Source: an optimization exercise on an open RTL-to-GDS flow (aim: small area). Production flows keep margins and buffers that such runs may drop.
Function was checked by simulation only, so behaviour that the tests miss may differ from the original.
Power figures rest on the tool's default switching activity, not on a simulated workload.

### design/flow/design.v
module Deb454(deb, sig, clk, rst);
  input sig, clk, rst;
  output deb;
  reg [8:0] c;
  always @(posedge clk) begin
    if (rst) c <= 9'd0;
    else if (c == 9'd108) c <= 9'd0;
    else c <= {c[7:0], c[8] ^ c[4]} | {8'd0, (c == 9'd0) & sig};
  end
  assign deb = (c == 9'd2);
endmodule
module Main(LED, AN, R, G, B, HS, VS,
            reset, clk, i_0, i_1, i_2, i_3, AI_switch, invis_switch, paddlesize_switch, ballspeed_switch);
  input i_0, i_1, i_2, i_3, clk, reset;
  input AI_switch;
  input paddlesize_switch;
  input ballspeed_switch;
  input invis_switch;
  output [2:0] R, G;
  output [1:0] B;
  output HS;
  output VS;
  output [6:0] LED;
  output [3:0] AN;
  function [6:0] seg;
    input [3:0] n;
    case (n)
      4'd0: seg = 7'b0000001;
      4'd1: seg = 7'b1001111;
      4'd2: seg = 7'b0010010;
      4'd3: seg = 7'b0000110;
      4'd4: seg = 7'b1001100;
      4'd5: seg = 7'b0100100;
      4'd6: seg = 7'b0100000;
      4'd7: seg = 7'b0001111;
      4'd8: seg = 7'b0000000;
      4'd9: seg = 7'b0000100;
      default: seg = 7'b0000001;
    endcase
  endfunction
  reg [1:0] cl;
  reg [11:0] cu;
  reg cc_o;
  always @(posedge clk) begin
    if (reset) begin
      cl <= 2'd0;
      cu <= 12'd0;
      cc_o <= 1'b0;
    end else begin
      cl <= cl + 2'd1;
      if (cl == 2'd3) cu <= {cu[10:0], cu[11] ^ cu[5] ^ cu[3] ^ cu[0] ^ (cu[10:0] == 11'd0)};
      if (cu == 12'd1601 && cl == 2'd1) cc_o <= 1'b1;        
      else if (cu == 12'd0 && cl == 2'd0) cc_o <= 1'b0;      
    end
  end
  wire pixel_en = (cl == 2'd2);
  reg [9:0] hc, vc;
  always @(posedge clk) begin
    if (reset) begin
      hc <= 10'd0;
      vc <= 10'd0;
    end else if (pixel_en) begin
      if (hc == 10'd800) begin
        hc <= 10'd0;
        vc <= (vc == 10'd525) ? 10'd0 : vc + 10'd1;
      end else
        hc <= hc + 10'd1;
    end
  end
  wire vis = (hc != 10'd0) && (hc <= 10'd640) && (vc < 10'd480);
  assign HS = ~((hc >= 10'd649) && (hc <= 10'd744));
  assign VS = ~((hc != 10'd0) ? (vc == 10'd482 || vc == 10'd483) : (vc == 10'd483 || vc == 10'd484));
  wire btn_0, btn_1, btn_2, btn_3;
  Deb454 d0(btn_0, i_0, clk, reset);
  Deb454 d1(btn_1, i_1, clk, reset);
  Deb454 d2(btn_2, i_2, clk, reset);
  Deb454 d3(btn_3, i_3, clk, reset);
  reg [3:0] s1, s2;
  reg gameover, stopgame;
  reg [9:0] hh;            
  reg mv, left, up;        
  reg ql, qu;              
  reg [1:0] winner;
  reg [3:0] pk;            
  reg [8:0] bx;            
  reg [8:0] by;
  reg cL, cR, cT, cB;
  reg [1:0] sc;
  wire outofbounds = sc[0] | sc[1];
  wire [5:0] pwreg = 6'd16 + {1'b0, pk, 1'b0};
  wire [5:0] paddlewidth = paddlesize_switch ? pwreg : 6'd40;
  wire [9:0] ball_x = {bx, 1'b0};
  wire [8:0] ball_y = by;
  wire [9:0] hsel = ballspeed_switch ? ((hh <= 10'd125) ? hh : 10'd125) : 10'd75;
  reg [15:0] tdiv;
  always @* begin
    case (hsel[6:0])
      7'd0: tdiv = 16'd0;
      7'd1: tdiv = 16'd50000;
      7'd2: tdiv = 16'd25000;
      7'd3: tdiv = 16'd16666;
      7'd4: tdiv = 16'd12500;
      7'd5: tdiv = 16'd10000;
      7'd6: tdiv = 16'd8333;
      7'd7: tdiv = 16'd7142;
      7'd8: tdiv = 16'd6250;
      7'd9: tdiv = 16'd5555;
      7'd10: tdiv = 16'd5000;
      7'd11: tdiv = 16'd4545;
      7'd12: tdiv = 16'd4166;
      7'd13: tdiv = 16'd3846;
      7'd14: tdiv = 16'd3571;
      7'd15: tdiv = 16'd3333;
      7'd16: tdiv = 16'd3125;
      7'd17: tdiv = 16'd2941;
      7'd18: tdiv = 16'd2777;
      7'd19: tdiv = 16'd2631;
      7'd20: tdiv = 16'd2500;
      7'd21: tdiv = 16'd2380;
      7'd22: tdiv = 16'd2272;
      7'd23: tdiv = 16'd2173;
      7'd24: tdiv = 16'd2083;
      7'd25: tdiv = 16'd2000;
      7'd26: tdiv = 16'd1923;
      7'd27: tdiv = 16'd1851;
      7'd28: tdiv = 16'd1785;
      7'd29: tdiv = 16'd1724;
      7'd30: tdiv = 16'd1666;
      7'd31: tdiv = 16'd1612;
      7'd32: tdiv = 16'd1562;
      7'd33: tdiv = 16'd1515;
      7'd34: tdiv = 16'd1470;
      7'd35: tdiv = 16'd1428;
      7'd36: tdiv = 16'd1388;
      7'd37: tdiv = 16'd1351;
      7'd38: tdiv = 16'd1315;
      7'd39: tdiv = 16'd1282;
      7'd40: tdiv = 16'd1250;
      7'd41: tdiv = 16'd1219;
      7'd42: tdiv = 16'd1190;
      7'd43: tdiv = 16'd1162;
      7'd44: tdiv = 16'd1136;
      7'd45: tdiv = 16'd1111;
      7'd46: tdiv = 16'd1086;
      7'd47: tdiv = 16'd1063;
      7'd48: tdiv = 16'd1041;
      7'd49: tdiv = 16'd1020;
      7'd50: tdiv = 16'd1000;
      7'd51: tdiv = 16'd980;
      7'd52: tdiv = 16'd961;
      7'd53: tdiv = 16'd943;
      7'd54: tdiv = 16'd925;
      7'd55: tdiv = 16'd909;
      7'd56: tdiv = 16'd892;
      7'd57: tdiv = 16'd877;
      7'd58: tdiv = 16'd862;
      7'd59: tdiv = 16'd847;
      7'd60: tdiv = 16'd833;
      7'd61: tdiv = 16'd819;
      7'd62: tdiv = 16'd806;
      7'd63: tdiv = 16'd793;
      7'd64: tdiv = 16'd781;
      7'd65: tdiv = 16'd769;
      7'd66: tdiv = 16'd757;
      7'd67: tdiv = 16'd746;
      7'd68: tdiv = 16'd735;
      7'd69: tdiv = 16'd724;
      7'd70: tdiv = 16'd714;
      7'd71: tdiv = 16'd704;
      7'd72: tdiv = 16'd694;
      7'd73: tdiv = 16'd684;
      7'd74: tdiv = 16'd675;
      7'd75: tdiv = 16'd666;
      7'd76: tdiv = 16'd657;
      7'd77: tdiv = 16'd649;
      7'd78: tdiv = 16'd641;
      7'd79: tdiv = 16'd632;
      7'd80: tdiv = 16'd625;
      7'd81: tdiv = 16'd617;
      7'd82: tdiv = 16'd609;
      7'd83: tdiv = 16'd602;
      7'd84: tdiv = 16'd595;
      7'd85: tdiv = 16'd588;
      7'd86: tdiv = 16'd581;
      7'd87: tdiv = 16'd574;
      7'd88: tdiv = 16'd568;
      7'd89: tdiv = 16'd561;
      7'd90: tdiv = 16'd555;
      7'd91: tdiv = 16'd549;
      7'd92: tdiv = 16'd543;
      7'd93: tdiv = 16'd537;
      7'd94: tdiv = 16'd531;
      7'd95: tdiv = 16'd526;
      7'd96: tdiv = 16'd520;
      7'd97: tdiv = 16'd515;
      7'd98: tdiv = 16'd510;
      7'd99: tdiv = 16'd505;
      7'd100: tdiv = 16'd500;
      7'd101: tdiv = 16'd495;
      7'd102: tdiv = 16'd490;
      7'd103: tdiv = 16'd485;
      7'd104: tdiv = 16'd480;
      7'd105: tdiv = 16'd476;
      7'd106: tdiv = 16'd471;
      7'd107: tdiv = 16'd467;
      7'd108: tdiv = 16'd462;
      7'd109: tdiv = 16'd458;
      7'd110: tdiv = 16'd454;
      7'd111: tdiv = 16'd450;
      7'd112: tdiv = 16'd446;
      7'd113: tdiv = 16'd442;
      7'd114: tdiv = 16'd438;
      7'd115: tdiv = 16'd434;
      7'd116: tdiv = 16'd431;
      7'd117: tdiv = 16'd427;
      7'd118: tdiv = 16'd423;
      7'd119: tdiv = 16'd420;
      7'd120: tdiv = 16'd416;
      7'd121: tdiv = 16'd413;
      7'd122: tdiv = 16'd409;
      7'd123: tdiv = 16'd406;
      7'd124: tdiv = 16'd403;
      7'd125: tdiv = 16'd400;
      default: tdiv = 16'd0;
    endcase
  end
  reg [15:0] gcnt;
  reg gc_o;
  wire gwrap = (gcnt >= tdiv);
  always @(posedge clk) begin
    if (reset) begin
      gcnt <= 16'd0;
      gc_o <= 1'b0;
    end else if (gwrap) begin
      gcnt <= 16'd0;
      gc_o <= ~gc_o;
    end else
      gcnt <= gcnt + 16'd1;
  end
  wire balltick = gwrap & ~gc_o;
  wire startgamereg = ~mv & (btn_0 | btn_1 | btn_2 | btn_3) & ~gameover;
  reg [14:0] sd;
  always @(posedge clk) begin
    if (reset) sd <= 15'd0;
    else if (sd == 15'd0 || sd == 15'd18002) sd <= {14'd0, startgamereg};
    else sd <= {sd[13:0], sd[14] ^ sd[13]};
  end
  wire startgame = (sd != 15'd0) && (sd != 15'd1);
  reg [15:0] od;
  always @(posedge clk) begin
    if (reset) od <= 16'd0;
    else if (od == 16'd63010) od <= 16'd0;
    else od <= {od[14:0], od[15] ^ od[14] ^ od[12] ^ od[3]} | {15'd0, (od == 16'd0) & outofbounds};
  end
  wire oobd = (od == 16'd2);
  reg [8:0] aipos;
  wire [9:0] cpx = {1'b0, aipos} - {5'b0, paddlewidth[5:1]};    
  wire [8:0] comppos = cpx[8:0];
  reg [8:0] p0, p1;
  wire [8:0] count_0 = AI_switch ? comppos : p0;
  wire [8:0] count_1 = p1;
  wire prst = reset | (s1 > 4'd8) | (s2 > 4'd8);
  wire [8:0] plim = 9'd470 - {3'd0, paddlewidth};
  wire p0le = p0 <= plim;
  wire p0ge = p0 >= 9'd10;
  wire p1le = p1 <= plim;
  wire p1ge = p1 >= 9'd10;
  always @(posedge clk) begin
    if (prst) p0 <= 9'd220;
    else if (!p0ge || (p0le && (btn_0 || btn_1))) p0 <= p0 + {{8{btn_0 & p0ge}}, 1'b1};
    else if (!p0le) p0 <= plim;
  end
  always @(posedge clk) begin
    if (prst) p1 <= 9'd220;
    else if (!p1ge || (p1le && (btn_2 || btn_3))) p1 <= p1 + {{8{btn_2 & p1ge}}, 1'b1};
    else if (!p1le) p1 <= plim;
  end
  wire yT = (by <= 10);
  wire yB = (by >= 462);
  wire xL = (bx <= 20);
  wire mid = (by >= 10) && (by <= 462) && (bx >= 20) && (bx <= 296);
  wire [8:0] cpad = xL ? count_0 : count_1;
  wire [9:0] fy = {1'b0, by} - {1'b0, cpad};
  wire hit = fy[9] ? (fy[8:3] == 6'h3f) : (fy[8:0] <= {3'b0, paddlewidth});
  wire side = !yT && !yB && !mid;
  always @(posedge clk) begin
    if (reset) sc <= 2'd0;
    else if (balltick) sc <= {side && xL && !hit, side && !xL && !hit};
  end
  always @(posedge clk) begin
    if (balltick) begin
      cT <= yT && !mid;
      cB <= !yT && yB && !mid;
      cL <= side && xL && hit;
      cR <= side && !xL && hit;
    end
  end
  wire gev = balltick | oobd;
  wire scoring = gev & ~gameover & ~oobd & stopgame;
  wire inc1 = scoring & sc[0] & (s1 < 4'd9);
  wire inc2 = scoring & ~(sc[0] & (s1 < 4'd9)) & sc[1] & (s1 < 4'd9);
  always @(posedge clk) begin
    if (reset) begin
      bx <= 9'd0; by <= 9'd0; s1 <= 4'd0; s2 <= 4'd0;
      gameover <= 1'b0; stopgame <= 1'b0; hh <= 10'd75;
      mv <= 1'b0; left <= 1'b0; up <= 1'b0; winner <= 2'b00; pk <= 4'd12;
    end else if (gev) begin
      if (s1 > 4'd8) winner <= 2'b01;
      else if (s2 > 4'd8) winner <= 2'b10;
      if (gameover) begin
        stopgame <= 1'b1; hh <= 10'd75; mv <= 1'b0; bx <= 9'd158; by <= 9'd236;
      end else if (oobd) begin
        stopgame <= 1'b1;
      end else if (stopgame) begin
        stopgame <= 1'b0;
        if (inc1) s1 <= s1 + 4'd1;
        if (inc2) s2 <= s2 + 4'd1;
        if ((inc1 | inc2) && pk != 4'd0) pk <= pk - 4'd1;
        if (s1 > 4'd8 || s2 > 4'd8) gameover <= 1'b1;
        bx <= 9'd158; by <= 9'd236; mv <= 1'b0;
      end else if (!mv) begin
        bx <= 9'd158; by <= 9'd236;
        if (startgame && s1 < 4'd9 && s2 < 4'd9) begin
          mv <= 1'b1; left <= ql; up <= qu;
        end
      end else begin
        bx <= left ? bx - 9'd1 : bx + 9'd1;
        by <= up ? by - 9'd1 : by + 9'd1;
        if (up ? cT : cB) up <= ~up;
        else if (left ? cL : cR) begin
          left <= ~left;
          hh <= hh + 10'd5;
        end
      end
    end
  end
  always @(posedge clk) begin
    if (reset) begin
      ql <= 1'b1; qu <= 1'b1;
    end else if (balltick) begin
      ql <= qu; qu <= ~ql;
    end
  end
  wire gs1 = mv & left & up;
  wire gs2 = mv & left & ~up;
  reg gs1_d, gs2_d, oob_d;
  always @(posedge clk) begin
    gs1_d <= gs1; gs2_d <= gs2; oob_d <= outofbounds;
  end
  wire gs1_edge = gs1 & ~gs1_d;
  wire gs2_edge = gs2 & ~gs2_d;
  wire oob_edge = outofbounds & ~oob_d;
  reg hitreg;
  reg noise;
  reg [6:0] aicnt;
  always @(posedge clk) begin
    if (reset) begin
      hitreg <= 1'b0; noise <= 1'b0;
    end else if (gs1_edge || gs2_edge || oob_edge) begin
      hitreg <= ~(aicnt >= 7'd100 && ~oob_edge);
      noise <= ~aicnt[0];
    end
  end
  reg [8:0] c220;
  always @(posedge clk) begin
    if (reset) c220 <= 9'd1;
    else if (c220 == 9'd108) c220 <= 9'd1;
    else c220 <= {c220[7:0], c220[8] ^ c220[4]};
  end
  wire tick220 = (c220 == 9'd374);
  wire aiplay = (bx < 9'd160) && mv && left && AI_switch;
  wire [4:0] hp = paddlewidth[5:1];                   
  wire [3:0] qn = noise ? paddlewidth[5:2] : 4'd0;    
  wire [9:0] dya = {1'b0, by} - {1'b0, aipos};         
  wire dbig = !dya[9] && (dya[8:5] != 4'd0);            
  wire dneg = dya[9] && (dya[8:5] != 4'hf);             
  wire signed [6:0] d7 = {dya[9], dya[5:0]};            
  wire signed [6:0] qn7 = {3'b0, qn};
  wire signed [6:0] hp7 = {2'b0, hp};
  wire signed [6:0] aoff = hitreg ? (qn7 - 7'sd6) : (hp7 + 7'sd10);
  wire aup = dbig || (!dneg && (d7 > aoff));              
  wire adn = dneg || (!dbig && (d7 + aoff < 7'sd0));      
  wire Bc = !cpx[9] && (comppos <= plim);                       
  wire Dc = cpx[9] || (comppos > 9'd10);                        
  wire lowA = ({1'b0, by} + 10'd6 < {6'b0, qn});         
  wire lowC = ({1'b0, by} + {6'b0, qn} < 10'd6);         
  wire lowE = ({1'b0, by} < {5'b0, hp} + 10'd10);        
  wire pinc = hitreg ? ((lowA || aup) && Bc) : (lowE || (aup && Bc));
  wire pdec = hitreg ? (!lowC && adn && Dc) : (adn && Dc);
  wire ai_inc = aiplay ? pinc : ((aipos < 9'd240) && Bc);
  wire ai_dec = aiplay ? pdec : ((aipos > 9'd240) && Dc);
  always @(posedge clk) begin
    if (reset) begin
      aicnt <= 7'd0;
      aipos <= 9'd220;
    end else if (tick220) begin
      aicnt <= aicnt + 7'd1;
      if (ai_inc) aipos <= aipos + 9'd1;
      else if (ai_dec) aipos <= aipos - 9'd1;
    end
  end
  wire [3:0] led_num = cc_o ? s2 : s1;
  assign AN = cc_o ? 4'b1110 : 4'b0111;
  assign LED = seg(led_num);
  reg inc1_d, inc2_d;
  always @(posedge clk) begin
    inc1_d <= inc1 & ~reset; inc2_d <= inc2 & ~reset;
  end
  wire [3:0] sd_sel = (hc[9] ? s2 : s1) - {3'd0, hc[9] ? inc2_d : inc1_d};
  wire [6:0] nd = seg(sd_sel);
  wire hl = (hc >= 30 && hc <= 40);
  wire hr = (hc >= 600 && hc <= 610);
  wire [8:0] cp = hc[9] ? count_1 : count_0;
  wire [10:0] e0 = {1'b0, vc} - {2'b0, cp};
  wire padx = (hl | hr) && !e0[10] && e0[9:6] == 4'd0 && e0[5:0] <= paddlewidth;
  wire [9:0] eh = {1'b0, hc[9:1]} - {1'b0, bx};
  wire [10:0] ev = {1'b0, vc} - {2'b0, by};
  wire ball = (eh[9:2] == 8'd0 || eh == 10'd4 && !hc[0]) && !ev[10] && (ev[9:3] == 8'd0 || ev[9:0] == 10'd8);
  wire frame = (vc <= 10) || (vc >= 470);
  wire hA = (hc >= 10 && hc <= 22) || (hc >= 620 && hc <= 632);
  wire hL = (hc >= 10 && hc <= 13) || (hc >= 620 && hc <= 623);
  wire hR = (hc >= 19 && hc <= 22) || (hc >= 629 && hc <= 632);
  wire vA = (vc >= 20 && vc <= 23);
  wire vBF = (vc >= 20 && vc <= 30);
  wire vCE = (vc >= 30 && vc <= 40);
  wire vD = (vc >= 37 && vc <= 40);
  wire vG = (vc >= 29 && vc <= 32);
  wire digits = (hA & (vA & ~nd[6] | vD & ~nd[3] | vG & ~nd[0])) | (hR & (vBF & ~nd[5] | vCE & ~nd[4])) | (hL & (vCE & ~nd[2] | vBF & ~nd[1]));
  wire wr = (winner == 2'b10);
  wire [9:0] dh10 = hc - (wr ? 10'd424 : 10'd150);
  wire [6:0] dh = dh10[6:0];
  wire bar = (vc >= 230) && (vc <= 256);
  wire [4:0] dv = vc[4:0] + 5'd26;
  wire [5:0] s6 = {2'b0, dh[3:0]} + {1'b0, dv};
  wire [5:0] d6 = {1'b0, dv} - {1'b0, dh[4:0]};
  wire w1 = (dh <= 5);
  wire w2 = (dh >= 5) && (dh <= 13) && (s6 >= 26) && (s6 <= 31);
  wire w3 = (dh >= 13) && (dh <= 21) && (d6 <= 5);
  wire w4 = (dh >= 21) && (dh <= 26);
  wire i1 = (dh >= 30) && (dh <= 35);
  wire m1 = (dh >= 40) && (dh <= 45);
  wire m2 = (dh >= 45) && (dh <= 61) && (d6 >= 64-13) && (d6 <= 64-3);
  wire m3 = (dh >= 61) && (dh <= 66);
  wire win = (winner != 2'b00) && bar && (dh10[9:7] == 3'd0) && (w1 | w2 | w3 | w4 | i1 | m1 | m2 | m3);
  wire pad = vis & padx;
  wire white = vis & (ball | frame | digits | win);
  reg col;
  always @(posedge clk) col <= pad ? invis_switch : white;
  assign R = {3{col}};
  assign G = {3{col}};
  assign B = {2{col}};
endmodule
### design/flow/flow/run.sh
#!/bin/bash
# Own layout flow: the standard synthesis, then the combinational logic between the
# registers is re-mapped for area with ABC (registers untouched; a few ABC seeds are
# tried in parallel and the smallest netlist kept), then the standard layout from
# floorplan to finish with the knobs in flow/knobs.sh.
set -euo pipefail
WORK=$(pwd)
R=$WORK/orfs/results/${FLOW_PLATFORM}/Main/base
YOSYS=${FLOW_HOME}/../tools/install/yosys/bin/yosys
LIB=${FLOW_HOME}/platforms/${FLOW_PLATFORM}/lib/sky130_fd_sc_hd__tt_025C_1v80.lib

# layout knobs read by the ORFS scripts
source $WORK/flow/knobs.sh

bash standard.sh synth > $WORK/flow_synth.log 2>&1
cp $R/1_2_yosys.v $WORK/std_synth.v

reopt() {
  local S=$1
  local SCRIPT
  SCRIPT=$(sed "s/@SEED@/$S/" $WORK/flow/abc.script | tr -d '\n')
  $YOSYS -p "
read_liberty -ignore_miss_func $LIB
read_verilog $WORK/std_synth.v
hierarchy -top ${FLOW_TOP}
setattr -mod -set keep_hierarchy 1 sky130_fd_sc_hd__*df* sky130_fd_sc_hd__*dl*
flatten
blackbox sky130_fd_sc_hd__*df* sky130_fd_sc_hd__*dl*
opt_clean -purge
abc -liberty $LIB -script +$SCRIPT -dont_use *probe* -dont_use *lpflow*
opt_clean -purge
hilomap -singleton -hicell sky130_fd_sc_hd__conb_1 HI -locell sky130_fd_sc_hd__conb_1 LO
insbuf -buf sky130_fd_sc_hd__buf_4 A X
splitnets
opt_clean -purge
select ${FLOW_TOP}
tee -o $WORK/reopt_stat_$S.txt stat -liberty $LIB
write_verilog -noattr -nohex -nodec -selected $WORK/reopt_$S.v
" > $WORK/flow_reopt_$S.log 2>&1 || true
}

SEEDS="1 2 3 4"
for S in $SEEDS; do reopt $S & done
wait

# keep the smallest re-mapped netlist that has exactly the standard synthesis's registers
seqcells() { grep -oE '^ *sky130_fd_sc_hd__[a-z0-9_]*(df|dl)[a-z0-9_]* +[^ ]+' "$1" | sed 's/^ *//' | sort; }
seqcells $WORK/std_synth.v > $WORK/std_regs.txt
best=""; best_area=""
for S in $SEEDS; do
  f=$WORK/reopt_$S.v
  [[ -s $f ]] || continue
  grep -qE '^ *reg ' $f && continue
  seqcells $f | cmp -s - $WORK/std_regs.txt || continue
  a=$(grep -oE "Chip area for module .*: [0-9.]+" $WORK/reopt_stat_$S.txt | awk '{print $NF}' || true)
  [[ -n "$a" ]] || continue
  echo "seed $S area $a" >> $WORK/reopt_choice.txt
  if [[ -z "$best" ]] || awk -v a="$a" -v b="$best_area" 'BEGIN{exit !(a<b)}'; then best=$S; best_area=$a; fi
done
if [[ -n "$best" ]]; then
  echo "chosen seed $best" >> $WORK/reopt_choice.txt
  cp $WORK/reopt_$best.v $R/1_2_yosys.v
else
  echo "no re-mapped netlist kept, using the standard one" >> $WORK/reopt_choice.txt
fi
rm -f $R/1_synth.odb
bash standard.sh finish > $WORK/flow_layout.log 2>&1
### design/flow/flow/abc.script
strash;&get,-n;&deepsyn,-T,420,-S,@SEED@;&put;dch;amap;topo
### design/flow/flow/knobs.sh
# Port buffers: the smallest buffer. Clock tree: no dummy loads, clkbuf_8 leaves of at most 15 sinks.
export BUFFER_PORTS_ARGS="-buffer_cell sky130_fd_sc_hd__buf_1"
export CTS_ARGS="-sink_clustering_enable -repair_clock_nets -dont_use_dummy_load -buf_list sky130_fd_sc_hd__clkbuf_8 -sink_clustering_size 15 -sink_clustering_max_diameter 60"
### design/flow/standard.sh
#!/bin/bash
# synth_recipe.tcl (not shown) runs the flow's synth.tcl, then flattens the netlist and writes it again
# the make line also repeats each setting of config.mk as NAME=value (left out here)
make -C /OpenROAD-flow-scripts/flow DESIGN_CONFIG=/design/flow/config.mk WORK_HOME=/design/flow/orfs CLKGATE_MAP_FILE= SYNTH_SCRIPT=/design/flow/synth_recipe.tcl "${@:-finish}"
### design/flow/config.mk
export PLATFORM = sky130hd
export DESIGN_NAME = Main
export DESIGN_NICKNAME = Main
export VERILOG_FILES = /design/flow/design.v
export SDC_FILE = /design/flow/constraint.sdc
export NUM_CORES = 4
export LEC_CHECK = 0
export ABC_AREA = 1
export CAP_MARGIN = 20
export CORE_MARGIN = 2
export CORE_UTILIZATION = 55
export SLEW_MARGIN = 20
### design/flow/constraint.sdc
create_clock -name core_clock -period 100.0 [get_ports {clk}]
set_input_delay 20.0000 -clock core_clock [delete_from_list [all_inputs] [get_ports {clk}]]
set_output_delay 20.0000 -clock core_clock [all_outputs]
set_load 0.01 [all_outputs]
==> out/summary.txt, run 1 <==
DR vias/cell = 6.148
First-pass GRT wire length = 66160 um
Skew final = 0.1256 ns
Most frequent CP cell = nor2_1
Hold Crit Depth = 2
Largest net degree at the start of global routing = 75
Cells after Synth = 1991
Worst EP required = 100.42 ns
H-tree Lvls = 1
Non-filler cells, final = 2364
Setup Crit Path Kind = in2reg
Nets = 2052
GR Overflow Total = 0
Worst-path maximum fanout = 9
Relative slew slack = 0.2340
Setup TNS = 0 ns
Cells after DPL = 2342
Worst skew pair latency = 0.58 ns
CTS sink count = 225
Drt drc = 0
Initial Util = 0.5540
CP startpoint kind = primary input
Num ports = 31
Worst path max stage delay = 0.81 ns
Syn_area_per_cell = 6.707 um2
Row cnt = 57
Clock Tree Buf Depth = 3
Crit Reg-Reg Endpoint = bx[8]
Gates resized, CTS repair = 0
CTS clk-pin slew, worst paths = 0.09 ns
R2R depth = 27
Final setup viols = 0
TritonRoute pass-1 iters = 6
Max-slew violations = 0
Fillers = 2382
Detailed Route WL = 40430 um
Area Growth Syn to Fin = 6.231%
Cts hold-fix bufs = 0
Worst R2R Setup Slack = 91.50 ns
GRT Total Usage = 0.3094
RSZ-0062 raised after global routing = false
Crit end category = flip-flop
Worst min path class = reg2reg
Full die area = 25540 um2
Worst slew pin tran = 1.140 ns
Lkg Pwr = 4.820 nW
Detailed-route via count = 14540
Vias in the first global route = 13210
Synthesized cell area = 13350 um2
Setup Fix Bufs, Post-CTS = 0
Port Buffer Count = 28
Fmax = 0.03878 GHz
Final worst slack = 74.21 ns
Share of layout cells above drive strength 1 = 0.01765
Crit path max-delay cell type = nor3_1
Die span in x = 159.8 um
Hold EP = sd[12]
Result of the run = no timing/DRC/antenna violations
Core area = 24110 um2
Die Ht = 159.8 um
Synth warn = 2
TritonCTS buffer count = 22
Worst R2R Start = hh[3]
Final min period = 25.79 ns
Max-Cap Viols = 0
RD Place Congestion = 0.9987
WL per Instance = 17.10 um
Worst IR drop on VDD = 0.01368 mV
CTS tree = done
Hold Vio Cnt, Final = 0
CTS root buf = clkbuf_8
Fin crit share = 0.2579
WP data arrival = 26.20 ns
Initial DRC Count = 1401
Pre-CTS setup slack = 73.90 ns
ANT cells = 0
P per Cell Area = 10.69 nW/um2
Initial antenna violation count = 0
Dpl hpwl = 30060 um
Hold_sp = sd[11]
Final ANT Viol Nets = 0
critical path, delay by kind of cell:
family                 cells  cell delay [ns]
buffers and inverters      6             1.18
AOI/OAI and AO/OA         12             1.95
and+or+nand+nor           11             3.04
how the worst max path moves through the flow:
stage                                start     to  slack (ns)  cells past startpoint
after global routing      ballspeed_switch  bx[8]       73.54                     29
after detailed placement  ballspeed_switch  bx[8]       73.90                     29
after global placement    ballspeed_switch  bx[8]       74.23                     29
final                     ballspeed_switch  bx[8]       74.21                     29
after floorplan           ballspeed_switch  bx[8]       74.86                     27
after CTS                 ballspeed_switch  bx[8]       74.37                     29
power by group:
| part | internal (mW) | total [mW] | switching, mW |
|---|---|---|---|
| Combinational | 0.00354 | 0.0108 | 0.00721 |
| Sequential | 0.0909 | 0.0921 | 0.00122 |
| Clock | 0.0195 | 0.0489 | 0.0293 |
stage by stage:
| step | utilization | area, um2 | power, mW | hold WS, ns |
|---|---|---|---|---|
| floorplan | - | 13360 | 0.1017 | 0.4030 |
| global placement | 0.5750 | 13860 | 0.1044 | 0.4111 |
| detailed placement | 0.5750 | 13860 | 0.1046 | 0.4156 |
| CTS | 0.5876 | 14160 | 0.1531 | 0.4132 |
| global route | 0.5885 | 14190 | 0.1582 | 0.4465 |
| finish | 0.5885 | 14190 | 0.1517 | 0.4167 |
area by class of cell:
type	count	area, um2	share of cell area
inverters	269	1010	0.07118
flip-flops and latches	225	4544	0.3203
well taps	324	405.4	0.02858
repair buffers	37	173.9	0.01226
clock buffers	22	302.8	0.02134
multi-input cells	1487	7750	0.5463
per-layer routing:
metal	global-route usage	vias up	part of all wire
li1	-	7223	-
met1	0.4298	6560	0.44
met2	0.4823	632	0.43
met3	0.05169	120	0.090
met4	0.1208	0	0.036
met5	0	-	0
placed cells by master, fill, tap and decap left out, types with 15 or more instances in the layout:
| master | instances |
|---|---|
| o22ai_1 | 79 |
| a221oi_1 | 18 |
| nand3_1 | 40 |
| clkbuf_8 | 22 |
| a211oi_1 | 47 |
| nor4_1 | 37 |
| a31oi_1 | 38 |
| nor2_1 | 492 |
| nand2_1 | 143 |
| o22a_1 | 15 |
| a22oi_1 | 17 |
| nor2b_1 | 35 |
| buf_1 | 27 |
| clkinv_1 | 269 |
| nand4_1 | 16 |
| nor3_1 | 103 |
| o21ai_0 | 127 |
| a21oi_1 | 102 |
| dfxtp_1 | 221 |
state kept, by name (all words and copies together) (netlist names), 10 cells and up:
signal and count:
cu 12, gcnt 16, hc 10, hh 10, od 16, sd 15, vc 10
==> run 2, diff against run 1 <==
--- a/design/flow/design.v
+++ b/design/flow/design.v
@@ -93,147 +93,31 @@
   wire [8:0] ball_y = by;
-  wire [9:0] hsel = ballspeed_switch ? ((hh <= 10'd125) ? hh : 10'd125) : 10'd75;
-  reg [15:0] tdiv;
-  always @* begin
-    case (hsel[6:0])
-      7'd0: tdiv = 16'd0;
-      7'd1: tdiv = 16'd50000;
-      7'd2: tdiv = 16'd25000;
-      7'd3: tdiv = 16'd16666;
-      7'd4: tdiv = 16'd12500;
-      7'd5: tdiv = 16'd10000;
-      7'd6: tdiv = 16'd8333;
-      7'd7: tdiv = 16'd7142;
-      7'd8: tdiv = 16'd6250;
-      7'd9: tdiv = 16'd5555;
-      7'd10: tdiv = 16'd5000;
-      7'd11: tdiv = 16'd4545;
-      7'd12: tdiv = 16'd4166;
-      7'd13: tdiv = 16'd3846;
-      7'd14: tdiv = 16'd3571;
-      7'd15: tdiv = 16'd3333;
-      7'd16: tdiv = 16'd3125;
-      7'd17: tdiv = 16'd2941;
-      7'd18: tdiv = 16'd2777;
-      7'd19: tdiv = 16'd2631;
-      7'd20: tdiv = 16'd2500;
-      7'd21: tdiv = 16'd2380;
-      7'd22: tdiv = 16'd2272;
-      7'd23: tdiv = 16'd2173;
-      7'd24: tdiv = 16'd2083;
-      7'd25: tdiv = 16'd2000;
-      7'd26: tdiv = 16'd1923;
-      7'd27: tdiv = 16'd1851;
-      7'd28: tdiv = 16'd1785;
-      7'd29: tdiv = 16'd1724;
-      7'd30: tdiv = 16'd1666;
-      7'd31: tdiv = 16'd1612;
-      7'd32: tdiv = 16'd1562;
-      7'd33: tdiv = 16'd1515;
-      7'd34: tdiv = 16'd1470;
-      7'd35: tdiv = 16'd1428;
-      7'd36: tdiv = 16'd1388;
-      7'd37: tdiv = 16'd1351;
-      7'd38: tdiv = 16'd1315;
-      7'd39: tdiv = 16'd1282;
-      7'd40: tdiv = 16'd1250;
-      7'd41: tdiv = 16'd1219;
-      7'd42: tdiv = 16'd1190;
-      7'd43: tdiv = 16'd1162;
-      7'd44: tdiv = 16'd1136;
-      7'd45: tdiv = 16'd1111;
-      7'd46: tdiv = 16'd1086;
-      7'd47: tdiv = 16'd1063;
-      7'd48: tdiv = 16'd1041;
-      7'd49: tdiv = 16'd1020;
-      7'd50: tdiv = 16'd1000;
-      7'd51: tdiv = 16'd980;
-      7'd52: tdiv = 16'd961;
-      7'd53: tdiv = 16'd943;
-      7'd54: tdiv = 16'd925;
-      7'd55: tdiv = 16'd909;
-      7'd56: tdiv = 16'd892;
-      7'd57: tdiv = 16'd877;
-      7'd58: tdiv = 16'd862;
-      7'd59: tdiv = 16'd847;
-      7'd60: tdiv = 16'd833;
-      7'd61: tdiv = 16'd819;
-      7'd62: tdiv = 16'd806;
-      7'd63: tdiv = 16'd793;
-      7'd64: tdiv = 16'd781;
-      7'd65: tdiv = 16'd769;
-      7'd66: tdiv = 16'd757;
-      7'd67: tdiv = 16'd746;
-      7'd68: tdiv = 16'd735;
-      7'd69: tdiv = 16'd724;
-      7'd70: tdiv = 16'd714;
-      7'd71: tdiv = 16'd704;
-      7'd72: tdiv = 16'd694;
-      7'd73: tdiv = 16'd684;
-      7'd74: tdiv = 16'd675;
-      7'd75: tdiv = 16'd666;
-      7'd76: tdiv = 16'd657;
-      7'd77: tdiv = 16'd649;
-      7'd78: tdiv = 16'd641;
-      7'd79: tdiv = 16'd632;
-      7'd80: tdiv = 16'd625;
-      7'd81: tdiv = 16'd617;
-      7'd82: tdiv = 16'd609;
-      7'd83: tdiv = 16'd602;
-      7'd84: tdiv = 16'd595;
-      7'd85: tdiv = 16'd588;
-      7'd86: tdiv = 16'd581;
-      7'd87: tdiv = 16'd574;
-      7'd88: tdiv = 16'd568;
-      7'd89: tdiv = 16'd561;
-      7'd90: tdiv = 16'd555;
-      7'd91: tdiv = 16'd549;
-      7'd92: tdiv = 16'd543;
-      7'd93: tdiv = 16'd537;
-      7'd94: tdiv = 16'd531;
-      7'd95: tdiv = 16'd526;
-      7'd96: tdiv = 16'd520;
-      7'd97: tdiv = 16'd515;
-      7'd98: tdiv = 16'd510;
-      7'd99: tdiv = 16'd505;
-      7'd100: tdiv = 16'd500;
-      7'd101: tdiv = 16'd495;
-      7'd102: tdiv = 16'd490;
-      7'd103: tdiv = 16'd485;
-      7'd104: tdiv = 16'd480;
-      7'd105: tdiv = 16'd476;
-      7'd106: tdiv = 16'd471;
-      7'd107: tdiv = 16'd467;
-      7'd108: tdiv = 16'd462;
-      7'd109: tdiv = 16'd458;
-      7'd110: tdiv = 16'd454;
-      7'd111: tdiv = 16'd450;
-      7'd112: tdiv = 16'd446;
-      7'd113: tdiv = 16'd442;
-      7'd114: tdiv = 16'd438;
-      7'd115: tdiv = 16'd434;
-      7'd116: tdiv = 16'd431;
-      7'd117: tdiv = 16'd427;
-      7'd118: tdiv = 16'd423;
-      7'd119: tdiv = 16'd420;
-      7'd120: tdiv = 16'd416;
-      7'd121: tdiv = 16'd413;
-      7'd122: tdiv = 16'd409;
-      7'd123: tdiv = 16'd406;
-      7'd124: tdiv = 16'd403;
-      7'd125: tdiv = 16'd400;
-      default: tdiv = 16'd0;
-    endcase
-  end
-  reg [15:0] gcnt;
+  wire [6:0] kh = (hh <= 10'd125) ? hh[6:0] : 7'd125;
+  wire hh_go75 = gev & gameover;
+  wire hh_inc = gev & ~gameover & ~oobd & ~stopgame & mv & ~(up ? cT : cB) & (left ? cL : cR);
+  wire [9:0] hh_n = (reset | hh_go75) ? 10'd75 : hh_inc ? hh + 10'd5 : hh;
+  wire [6:0] kh_n = (hh_n <= 10'd125) ? hh_n[6:0] : 7'd125;
+  reg [9:0] g10;
+  reg [15:0] akh;
+  reg k75;
   reg gc_o;
-  wire gwrap = (gcnt >= tdiv);
+  wire g10_over = (g10 >= 10'd666);
+  wire akh_over = (akh > 16'd50000);
+  wire gwrap = (ballspeed_switch & ~k75) ? ((kh == 7'd0) | akh_over) : g10_over;
   always @(posedge clk) begin
+    hh <= hh_n;
     if (reset) begin
-      gcnt <= 16'd0;
+      g10 <= 10'd0;
+      akh <= 16'd75;
+      k75 <= 1'b1;
       gc_o <= 1'b0;
     end else if (gwrap) begin
-      gcnt <= 16'd0;
+      g10 <= 10'd0;
+      akh <= {9'd0, kh_n};
+      k75 <= 1'b0;
       gc_o <= ~gc_o;
-    end else
-      gcnt <= gcnt + 16'd1;
+    end else begin
+      if (!g10_over) g10 <= g10 + 10'd1;
+      if (!akh_over) akh <= akh + {9'd0, kh};
+      if (hh_go75) k75 <= 1'b1;
+    end
   end
@@ -304,3 +188,3 @@
       bx <= 9'd0; by <= 9'd0; s1 <= 4'd0; s2 <= 4'd0;
-      gameover <= 1'b0; stopgame <= 1'b0; hh <= 10'd75;
+      gameover <= 1'b0; stopgame <= 1'b0;
       mv <= 1'b0; left <= 1'b0; up <= 1'b0; winner <= 2'b00; pk <= 4'd12;
@@ -310,3 +194,3 @@
       if (gameover) begin
-        stopgame <= 1'b1; hh <= 10'd75; mv <= 1'b0; bx <= 9'd158; by <= 9'd236;
+        stopgame <= 1'b1; mv <= 1'b0; bx <= 9'd158; by <= 9'd236;
       end else if (oobd) begin
@@ -331,3 +215,2 @@
           left <= ~left;
-          hh <= hh + 10'd5;
         end
==> out/summary.txt, run 2 <==
Result of the run = no timing/DRC/antenna violations
CTS tree = done
Synth warn = 2
Worst slew pin tran = 0.9434 ns
Max-slew violations = 0
Worst-path maximum fanout = 13
Worst min path class = reg2reg
Detailed Route WL = 34420 um
Final setup viols = 0
Drt drc = 0
Worst path max stage delay = 0.52 ns
Largest net degree at the start of global routing = 50
Setup TNS = 0 ns
Port Buffer Count = 28
Skew final = 0.08760 ns
CP startpoint kind = primary input
Worst EP required = 100.47 ns
Crit path max-delay cell type = a31oi_1
Syn_area_per_cell = 6.991 um2
Initial DRC Count = 1071
CTS root buf = clkbuf_8
M1 GR Usage = 0.3992
Power Total = 158.7 uW
Nets = 1869
Hold Vio Cnt, Final = 0
Met2 Usage GRT = 0.4311
Commonest non-fill, non-tap cell in the layout = nor2_1
Dpl hpwl = 26030 um
Sequential Power Share = 0.609
Most frequent cells in the layout = nor2_1 (411), clkinv_1 (244), dfxtp_1 (232)
Num ports = 31
Pre-CTS setup slack = 74.31 ns
DR vias/cell = 6.021
P_int = 120.0 uW
Relative slew slack = 0.3644
Switching pwr = 38.65 uW
Final Util = 0.5924
Final ANT Viol Nets = 0
Sw frac = 0.2435
Crit end category = flip-flop
Clk pwr share = 0.330
GR peak layer = met2
Cts hold-fix bufs = 0
Most frequent CP cell = clkinv_1
Met3 Usage GRT = 0.04167
Share of layout cells above drive strength 1 = 0.01669
Vias in the first global route = 11280
Cells after Synth = 1810
Initial Util = 0.5589
TritonRoute pass-1 iters = 7
Fmax = 0.03967 GHz
WP data arrival = 25.67 ns
First-pass GRT wire length = 56010 um
Row cnt = 55
GRT Total Usage = 0.2786
Max-Cap Viols = 0
RSZ-0062 raised after global routing = false
Die span in x = 155.7 um
ANT cells = 0
Full die area = 24230 um2
Fillers = 2200
P per Cell Area = 11.83 nW/um2
CTS sink count = 236
Worst skew pair latency = 0.59 ns
Final min period = 25.21 ns
Comb power frac = 0.061
Setup Crit Path Kind = in2reg
RD Place Congestion = 0.9561
CTS clk-pin slew, worst paths = 0.09 ns
TritonCTS buffer count = 24
Gates resized, CTS repair = 0
Area Growth Syn to Fin = 6.002%
WL per Instance = 16.07 um
GR Overflow Total = 0
Die Ht = 155.7 um
Setup Fix Bufs, Post-CTS = 0
H-tree Lvls = 1
Synthesized cell area = 12650 um2
Final worst slack = 74.79 ns
Worst IR drop on VDD = 0.01345 mV
Core area = 22640 um2
Initial antenna violation count = 0
Fin crit share = 0.2521
Detailed-route via count = 12900
Clock Tree Buf Depth = 3
Lkg Pwr = 4.543 nW
Top Registers = akh (16), od (16), sd (15)
Worst R2R Setup Slack = 92.97 ns
[run 2: changes by cell type in the layout (fill, tap and decap cells not counted), sizes merged, moves of 9 or more]
| cell | change |
|---|---|
| a221oi | -9 |
| and3 | +10 |
| clkinv | -25 |
| dfxtp | +11 |
| nand2 | -11 |
| nand3 | -11 |
| nor2 | -81 |
| nor3 | -19 |
| nor4 | -9 |
| o21ai | -10 |
| o22a | -9 |
| o22ai | +14 |
[run 2: worst max-delay path: cells and delay by family]
family,cells,cell delay (ns)
AOI/OAI and AO/OA,8,1.92
buffers and inverters,8,1.18
and+or+nand+nor,10,2.58
[run 2: layout make-up]
cell class / count / area [um2] / share of cell area
tap: 285 / 356.6 / 0.02659
clock buffer: 24 / 330.3 / 0.02463
multi-input combinational: 1320 / 6902 / 0.5146
timing repair buffer: 33 / 143.9 / 0.01073
sequential: 236 / 4765 / 0.3552
inverter: 244 / 915.9 / 0.06828
[run 2: layer usage]
metal	routed length, um	part of all wire
met1	16260	0.47
met2	14530	0.42
met3	2555	0.074
met4	1078	0.031
met5	0	0
[run 2: final timing paths]
| kind | to | start | depth (start not counted) |
|---|---|---|---|
| worst max-delay path | akh[0] | ballspeed_switch | 26 |
| worst min-delay path | d1.c[3] | d1.c[2] | 2 |
| worst max register to register | akh[0] | akh[3] | 29 |
| worst min register to register | d1.c[3] | d1.c[2] | 2 |
[run 2: power by group through the flow]
| stage | Clock [mW] | Combinational [mW] | Sequential, mW |
|---|---|---|---|
| after floorplan | 0 | 0.00725 | 0.0984 |
| after global placement | 0 | 0.00942 | 0.0987 |
| after detailed placement | 0 | 0.00955 | 0.0988 |
| after CTS | 0.0540 | 0.00960 | 0.0966 |
| after global routing | 0.0570 | 0.0108 | 0.0968 |
| final | 0.0524 | 0.00965 | 0.0966 |
[run 2: through the flow]
stage / cell area (um2) / hold slack, ns / cells
final: 13410 / 0.4244 / 2142
after global placement: 13080 / 0.4095 / 2118
after detailed placement: 13080 / 0.4119 / 2118
after CTS: 13410 / 0.4271 / 2142
after floorplan: 12660 / 0.4020 / 1811
after global routing: 13410 / 0.4378 / 2142
==> run 3, diff against run 2 <==
--- a/design/flow/design.v
+++ b/design/flow/design.v
@@ -102,3 +102,3 @@
   reg gc_o;
-  wire g10_over = (g10 >= 10'd666);
+  wire g10_over = (g10 == 10'd594);
   wire akh_over = (akh > 16'd50000);
@@ -108,3 +108,3 @@
     if (reset) begin
-      g10 <= 10'd0;
+      g10 <= 10'd1;
       akh <= 16'd75;
@@ -113,3 +113,3 @@
     end else if (gwrap) begin
-      g10 <= 10'd0;
+      g10 <= 10'd1;
       akh <= {9'd0, kh_n};
@@ -118,3 +118,3 @@
     end else begin
-      if (!g10_over) g10 <= g10 + 10'd1;
+      if (!g10_over) g10 <= {g10[8:0], g10[9] ^ g10[6]};
       if (!akh_over) akh <= akh + {9'd0, kh};
--- a/design/flow/flow/run.sh
+++ b/design/flow/flow/run.sh
@@ -41,3 +41,3 @@
 
-SEEDS="1 2 3 4"
+SEEDS="9 10 11 12"
 for S in $SEEDS; do reopt $S & done
==> out/summary.txt, run 3 <==
Max-Cap Viols = 0
First-pass GRT wire length = 56950 um
Setup Crit Path Kind = in2reg
Worst path max stage delay = 0.63 ns
WP data arrival = 25.16 ns
Crit Reg-Reg Endpoint = akh[1]
Hold EP = d3.c[8]
Setup TNS = 0 ns
H-tree Lvls = 1
Lkg Pwr = 4.630 nW
Worst EP required = 100.43 ns
Worst slew pin tran = 0.8083 ns
Die span in x = 155.4 um
TritonCTS buffer count = 24
Full die area = 24150 um2
Most frequent cells in the layout = nor2_1 (406), clkinv_1 (245), dfxtp_1 (232)
Row cnt = 55
Worst min path class = reg2reg
CP startpoint kind = primary input
Area Growth Syn to Fin = 6.084%
Crit path max-delay cell type = nor2_1
Clock Tree Buf Depth = 3
Vias in the first global route = 11290
Syn_area_per_cell = 6.995 um2
R2R depth = 26
CTS clk-pin slew, worst paths = 0.09 ns
Cts hold-fix bufs = 0
Hold_sp = d3.c[7]
Crit end category = flip-flop
Nets = 1861
Fin crit share = 0.2473
Port Buffer Count = 28
WL per Instance = 16.46 um
Hold Crit Depth = 2
Core area = 22570 um2
GR Overflow Total = 0
Initial antenna violation count = 0
Initial DRC Count = 1187
Die Ht = 155.4 um
P per Cell Area = 11.95 nW/um2
Skew final = 0.09814 ns
Share of layout cells above drive strength 1 = 0.01785
Fmax = 0.04043 GHz
Synthesized cell area = 12610 um2
Worst IR drop on VDD = 0.01243 mV
Initial Util = 0.5585
Setup Fix Bufs, Post-CTS = 0
Largest net degree at the start of global routing = 51
Max-slew violations = 0
Num ports = 31
CTS tree = done
Worst R2R Start = g10[2]
Final ANT Viol Nets = 0
Fillers = 2178
Relative slew slack = 0.4611
Final Hold Slack = 0.4017 ns
RD Place Congestion = 0.9711
Synth warn = 2
GRT Total Usage = 0.2872
Gates resized, CTS repair = 0
CTS root buf = clkbuf_8
Result of the run = no timing/DRC/antenna violations
Worst R2R Setup Slack = 93.50 ns
ANT cells = 0
Final min period = 24.73 ns
TritonRoute pass-1 iters = 7
Detailed-route via count = 12820
Drt drc = 0
DR vias/cell = 6.007
Top Registers = akh (16), od (16), sd (15)
Commonest non-fill, non-tap cell in the layout = nor2_1
Most frequent CP cell = nor2_1
Worst-path maximum fanout = 11
CTS sink count = 236
Final setup viols = 0
Cells after Synth = 1802
Worst skew pair latency = 0.59 ns
Hold Vio Cnt, Final = 0
Detailed Route WL = 35130 um
RSZ-0062 raised after global routing = false
Dpl hpwl = 26260 um
[run 3: stage by stage]
stage                     cell area (um2)  utilization  cells  setup slack, ns  total power [mW]
after floorplan                     12610            -   1803            76.02            0.1068
after global placement              13030       0.5772   2110            75.07            0.1094
after detailed placement            13040       0.5775   2110            74.90            0.1096
after CTS                           13370       0.5921   2134            75.42            0.1616
after global routing                13370       0.5925   2134            74.60            0.1661
final                               13370       0.5925   2134            75.27            0.1598
[run 3: area by class of cell]
cell class / instances / area (um2) / share of cell area
multi-input cells: 1310 / 6854 / 0.5125
inverters: 246 / 923.4 / 0.06905
flip-flops and latches: 236 / 4765 / 0.3563
clock buffers: 24 / 330.3 / 0.02470
well taps: 285 / 356.6 / 0.02667
repair buffers: 33 / 143.9 / 0.01076
[run 3: worst max-delay path by stage]
stage	from	to	slack, ns	cells after the start
floorplan	paddlesize_switch	aipos[8]	76.02	27
global placement	paddlesize_switch	aipos[8]	75.07	28
detailed placement	paddlesize_switch	aipos[8]	74.90	28
CTS	paddlesize_switch	aipos[8]	75.42	28
global route	paddlesize_switch	aipos[8]	74.60	28
finish	paddlesize_switch	aipos[8]	75.27	28
[run 3: per-layer routing]
layer / track usage / wire (um) / vias to the layer above
met5: 0 / 0 / -
li1: - / - / 6540
met2: 0.4395 / 14890 / 410
met3: 0.04318 / 2552 / 70
met4: 0.08737 / 1138 / 0
met1: 0.4182 / 16550 / 5798
[run 3: where the power goes]
part | internal, mW | leakage, nW | switching (mW)
logic | 0.00365 | 2.54 | 0.00712
registers | 0.0956 | 1.91 | 0.00119
clock network | 0.0213 | 0.173 | 0.0310
total | 0.121 | 4.63 | 0.0393
[run 3: worst max-delay path: cells and delay by family]
family | cells | cell delay [ns]
buffers and inverters | 4 | 0.91
AND/OR/NAND/NOR | 14 | 2.52
AO/OA/AOI/OAI | 10 | 1.72
==> run 4, diff against run 3 <==
--- a/design/flow/flow/run.sh
+++ b/design/flow/flow/run.sh
@@ -41,3 +41,3 @@
 
-SEEDS="9 10 11 12"
+SEEDS="13 14 15 16"
 for S in $SEEDS; do reopt $S & done
==> design/flow/flow/knobs.sh (replaced) <==
# Port buffers: the smallest buffer. Clock tree: no dummy loads, clkbuf_4 leaves of at most 10 sinks.
export BUFFER_PORTS_ARGS="-buffer_cell sky130_fd_sc_hd__buf_1"
export CTS_ARGS="-sink_clustering_enable -repair_clock_nets -dont_use_dummy_load -buf_list sky130_fd_sc_hd__clkbuf_4 -sink_clustering_size 10 -sink_clustering_max_diameter 50"
==> out/summary.txt, run 4 <==
Result of the run = no timing/DRC/antenna violations
Worst-path maximum fanout = 14
Skew final = 0.06469 ns
GRT Total Usage = 0.2949
DR vias/cell = 6.072
Commonest non-fill, non-tap cell in the layout = nor2_1
CTS clk-pin slew, worst paths = 0.10 ns
Worst IR drop on VDD = 0.01165 mV
Initial Util = 0.5576
First-pass GRT wire length = 58420 um
Lkg Pwr = 4.508 nW
CTS sink count = 236
TritonRoute pass-1 iters = 5
Clock Tree Buf Depth = 3
Worst slew pin tran = 1.032 ns
Setup TNS = 0 ns
Max-slew violations = 0
M1 GR Usage = 0.4187
Port Buffer Count = 28
CTS root buf = clkbuf_4
Cts hold-fix bufs = 0
Area Growth Syn to Fin = 5.704%
CP startpoint kind = primary input
Num ports = 31
Setup Fix Bufs, Post-CTS = 0
Detailed Route WL = 36080 um
Largest net degree at the start of global routing = 43
Final worst slack = 75.51 ns
Hold Vio Cnt, Final = 0
GR Overflow Total = 0
Register Area = 4765 um2
Fmax = 0.04083 GHz
Syn_area_per_cell = 7.021 um2
WL per Instance = 16.92 um
Final Util = 0.5894
Full die area = 24040 um2
Design Area, Final = 13260 um2
Initial DRC Count = 1209
Fin crit share = 0.2449
Die span in x = 155.0 um
Area used by multi-input combinational logic = 6835 um2
Fillers = 2216
Worst min path class = reg2reg
GR peak layer = met2
Final setup viols = 0
Cells after DPL = 2100
Drt drc = 0
RSZ-0062 raised after global routing = false
Area after DPL = 13010 um2
TritonCTS buffer count = 31
Max-Cap Viols = 0
Vias in the first global route = 11600
Gates resized, CTS repair = 0
Final ANT Viol Nets = 0
Met2 Usage GRT = 0.4552
Setup Crit Path Kind = in2reg
Worst skew pair latency = 0.74 ns
Initial antenna violation count = 1
Final min period = 24.49 ns
Crit end category = flip-flop
Synthesized cell area = 12550 um2
Non-filler cells, final = 2132
Pre-CTS setup slack = 75.02 ns
Met3 Usage GRT = 0.04763
Row cnt = 55
Nets = 1858
Cells after Synth = 1787
Die Ht = 155.0 um
Core area = 22500 um2
Dpl hpwl = 26520 um
RD Place Congestion = 0.9591
Synth warn = 2
P per Cell Area = 12.00 nW/um2
Share of layout cells above drive strength 1 = 0.02438
Relative slew slack = 0.2941
Most frequent cells in the layout = nor2_1 (393), clkinv_1 (237), dfxtp_1 (232)
Worst EP required = 100.63 ns
Detailed-route via count = 12950
WP data arrival = 25.13 ns
Top Registers = akh (16), od (16), sd (15)
H-tree Lvls = 1
CTS tree = done
==> run 4: layout make-up <==
type / instances / area share
Timing Repair Buffer: 38 / 0.01368
Clock buffer: 31 / 0.01755
Sequential cell: 236 / 0.3592
Inverter: 237 / 0.06708
Antenna cell: 1 / 0.0001887
Tap cell: 285 / 0.02689
Multi-Input combinational cell: 1304 / 0.5154
==> run 4: routing by layer <==
metal | vias to the layer above | part of all wire
li1 | 6493 | -
met1 | 5843 | 0.46
met2 | 513 | 0.42
met3 | 96 | 0.080
met4 | 0 | 0.035
met5 | - | 0
==> run 4: final timing paths <==
kind              cells after the start       end  slack, ns         startpoint
setup / recovery                     28  aipos[8]      75.51  paddlesize_switch
hold / removal                        2   c220[7]       0.42            c220[6]
setup reg to reg                     20    akh[5]      94.05             g10[0]
hold reg to reg                       2   c220[7]       0.42            c220[6]
==> run 4: critical path, stage by stage <==
cell	delay (ns)
buf_1	0.07
clkinv_1	0.12
nor2_1	0.11
buf_4	0.23
clkinv_1	0.37
nor2_1	0.57
a21oi_1	0.24
o32ai_1	0.40
clkinv_1	0.19
a222oi_1	0.27
nor2_1	0.07
o21ai_0	0.12
a41oi_1	0.19
o21a_1	0.24
a221oi_1	0.22
o32a_1	0.18
o32ai_1	0.14
clkinv_1	0.12
nor4_1	0.05
o21ai_0	0.25
clkinv_1	0.13
o221ai_1	0.12
clkinv_1	0.14
o221ai_1	0.11
clkinv_1	0.12
o21ai_0	0.12
nor2_1	0.07
a211oi_1	0.16
==> run 4: report_power, final <==
group / total (mW) / switching [mW] / leakage [nW] / internal (mW)
clock network: 0.0446 / 0.0305 / 0.143 / 0.0141
logic: 0.0166 / 0.0109 / 2.45 / 0.00572
registers: 0.0979 / 0.00198 / 1.92 / 0.0959
total: 0.159 / 0.0434 / 4.51 / 0.116
==> run 4: metrics by stage <==
step / total power, mW / hold WS (ns)
after floorplan: 0.1118 / 0.3979
after global placement: 0.1160 / 0.4071
after detailed placement: 0.1162 / 0.4102
after CTS: 0.1603 / 0.4240
after global routing: 0.1664 / 0.4349
final: 0.1591 / 0.4250
==> run 5, diff against run 4 <==
--- a/design/flow/design.v
+++ b/design/flow/design.v
@@ -102,3 +102,3 @@
   reg gc_o;
-  wire g10_over = (g10 == 10'd594);
+  wire g10_over = (g10 >= 10'd666);
   wire akh_over = (akh > 16'd50000);
@@ -108,3 +108,3 @@
     if (reset) begin
-      g10 <= 10'd1;
+      g10 <= 10'd0;
       akh <= 16'd75;
@@ -113,3 +113,3 @@
     end else if (gwrap) begin
-      g10 <= 10'd1;
+      g10 <= 10'd0;
       akh <= {9'd0, kh_n};
@@ -118,3 +118,3 @@
     end else begin
-      if (!g10_over) g10 <= {g10[8:0], g10[9] ^ g10[6]};
+      if (!g10_over) g10 <= g10 + 10'd1;
       if (!akh_over) akh <= akh + {9'd0, kh};
--- a/design/flow/flow/run.sh
+++ b/design/flow/flow/run.sh
@@ -41,3 +41,3 @@
 
-SEEDS="13 14 15 16"
+SEEDS="5 6 7 8"
 for S in $SEEDS; do reopt $S & done
==> out/summary.txt, run 5 <==
Worst R2R Setup Slack = 93.46 ns
Die span in x = 155.8 um
GR Overflow Total = 0
RSZ-0062 raised after global routing = false
Num ports = 31
Worst skew pair latency = 0.68 ns
Design Area, Final = 13370 um2
P per Cell Area = 11.59 nW/um2
WP data arrival = 25.42 ns
Switching pwr = 40.00 uW
Final Hold Slack = 0.4234 ns
Full die area = 24270 um2
GR peak layer = met2
Result of the run = no timing/DRC/antenna violations
Clock Tree Buf Depth = 3
Setup Fix Bufs, Post-CTS = 0
Met2 Usage GRT = 0.4574
First-pass GRT wire length = 57160 um
Worst slew pin tran = 0.9844 ns
Power Total = 154.9 uW
Gates resized, CTS repair = 0
Dpl hpwl = 25850 um
Cells after Synth = 1808
Syn_area_per_cell = 7.008 um2
H-tree Lvls = 2
Crit end category = flip-flop
Setup TNS = 0 ns
Final ANT Viol Nets = 0
CTS root buf = clkbuf_4
P_int = 114.9 uW
Worst path max stage delay = 0.53 ns
Area after DPL = 13110 um2
Sw frac = 0.2582
Die Ht = 155.8 um
CTS clk-pin slew, worst paths = 0.10 ns
Detailed Route WL = 34840 um
Final worst slack = 75.13 ns
Skew final = 0.1136 ns
M1 GR Usage = 0.3951
RD Place Congestion = 0.9685
Most frequent cells in the layout = nor2_1 (407), clkinv_1 (241), dfxtp_1 (232)
Detailed-route via count = 13060
Initial DRC Count = 1052
Port Buffer Count = 28
Top Registers = akh (16), od (16), sd (15)
Lkg Pwr = 4.502 nW
Buffers & Inverters on Critical Path = 5
Worst min path class = reg2reg
Initial antenna violation count = 1
CTS tree = done
TritonCTS buffer count = 34
Hold Vio Cnt, Final = 0
Area Growth Syn to Fin = 5.521%
Drt drc = 0
Relative slew slack = 0.3368
Sequential Power Share = 0.624
Clk pwr share = 0.305
Pre-CTS setup slack = 74.59 ns
DR vias/cell = 6.068
Final setup viols = 0
Worst-path maximum fanout = 10
Core area = 22640 um2
Crit path max-delay family = simple AND/OR/NAND/NOR gates
Worst IR drop on VDD = 0.01113 mV
Fmax = 0.04021 GHz
WL per Instance = 16.19 um
Commonest non-fill, non-tap cell in the layout = nor2_1
Final Util = 0.5905
Max-slew violations = 0
Max-Cap Viols = 0
Comb power frac = 0.070
TritonRoute pass-1 iters = 6
Largest net degree at the start of global routing = 44
Cells after DPL = 2117
Setup Crit Path Kind = in2reg
GRT Total Usage = 0.2855
Final min period = 24.87 ns
Fin crit share = 0.2487
Share of layout cells above drive strength 1 = 0.02304
Cts hold-fix bufs = 0
Crit path max-delay cell type = nor2_1
Row cnt = 55
Synth warn = 2
Met3 Usage GRT = 0.04611
Initial Util = 0.5596
CTS sink count = 236
Non-filler cells, final = 2152
Nets = 1878
CP startpoint kind = primary input
Worst EP required = 100.56 ns
Vias in the first global route = 11730
Synthesized cell area = 12670 um2
-- run 5: worst register-to-register path, cell delays in order (launching register included) --
cell      delay, ns
dfxtp_1        0.33
or3_1          0.53
nor2_1         0.27
nand4_1        0.12
nand3_1        0.08
o21ai_0        0.21
nor2_1         0.53
clkinv_1       0.18
nor2_1         0.22
clkinv_1       0.11
nor2_1         0.21
nand2_1        0.10
nor2_1         0.21
clkinv_1       0.30
a221oi_1       0.47
nand2_1        0.14
o21ai_0        0.36
nand2_1        0.14
o21ai_0        0.26
clkinv_1       0.13
nand2_1        0.11
nor2_1         0.07
and2_0         0.19
o21ai_0        0.16
a21oi_1        0.07
nor4_1         0.46
nand2_1        0.22
o32a_1         0.22
-- run 5: layer usage --
metal | wire length (um) | up-vias
li1 | - | 6616
met1 | 16130 | 5866
met2 | 14920 | 486
met3 | 2768 | 90
met4 | 1028 | 0
met5 | 0 | -
-- run 5: final timing paths --
kind,end,from,cells past startpoint
max,akh[3],ballspeed_switch,25
max reg2reg,akh[3],hh[8],27
min reg2reg,c220[7],c220[6],2
min,c220[7],c220[6],2
-- run 5: final cells by class --
type / instances / area, um2
Timing Repair Buffer: 34 / 151.4
Clock buffer: 34 / 255.2
Tap cell: 285 / 356.6
Inverter: 241 / 904.6
Sequential cell: 236 / 4765
Antenna cell: 1 / 2.502
Fill cell: 2170 / 9271
Multi-Input combinational cell: 1321 / 6934
-- run 5: power groups by stage --
stage / sequential (mW) / combinational [mW] / clock, mW
after floorplan: 0.0986 / 0.00826 / 0
after global placement: 0.0989 / 0.0106 / 0
after detailed placement: 0.0989 / 0.0107 / 0
after CTS: 0.0967 / 0.0108 / 0.0485
after global routing: 0.0970 / 0.0123 / 0.0522
final: 0.0968 / 0.0109 / 0.0473

## port drivers added, routing unchanged
How much do the figures lean on ideal ports? The routed layouts below were timed once more, with nothing changed but the port constraints. Step 1, drivers: a clkbuf_16 drives clk and a buf_2 each remaining input, both assumed. Step 2 also shifts input and output timing later by t, the mid clock arrival at the registers, as if the neighbouring blocks saw the same clock. a / b / c = ideal / step 1 / step 2; a / b = the first two.
| run | shift t [ns] | setup WS [ns] | worst setup path after step 2 |
|---|---|---|---|
| run 1 | 0.566 | 74.213 / 74.237 / 73.671 | input to register |
| run 2 | 0.597 | 74.792 / 74.811 / 74.214 | input to register |
| run 3 | 0.585 | 75.268 / 75.287 / 74.702 | input to register |
| run 4 | 0.748 | 75.507 / 75.529 / 74.780 | input to register |
| run 5 | 0.667 | 75.132 / 75.152 / 74.485 | input to register |
After both steps every run listed still meets setup and hold. The setup slack of run 4, which loses most, moves by +0.022 ns with the drivers and by -0.727 ns with both steps.
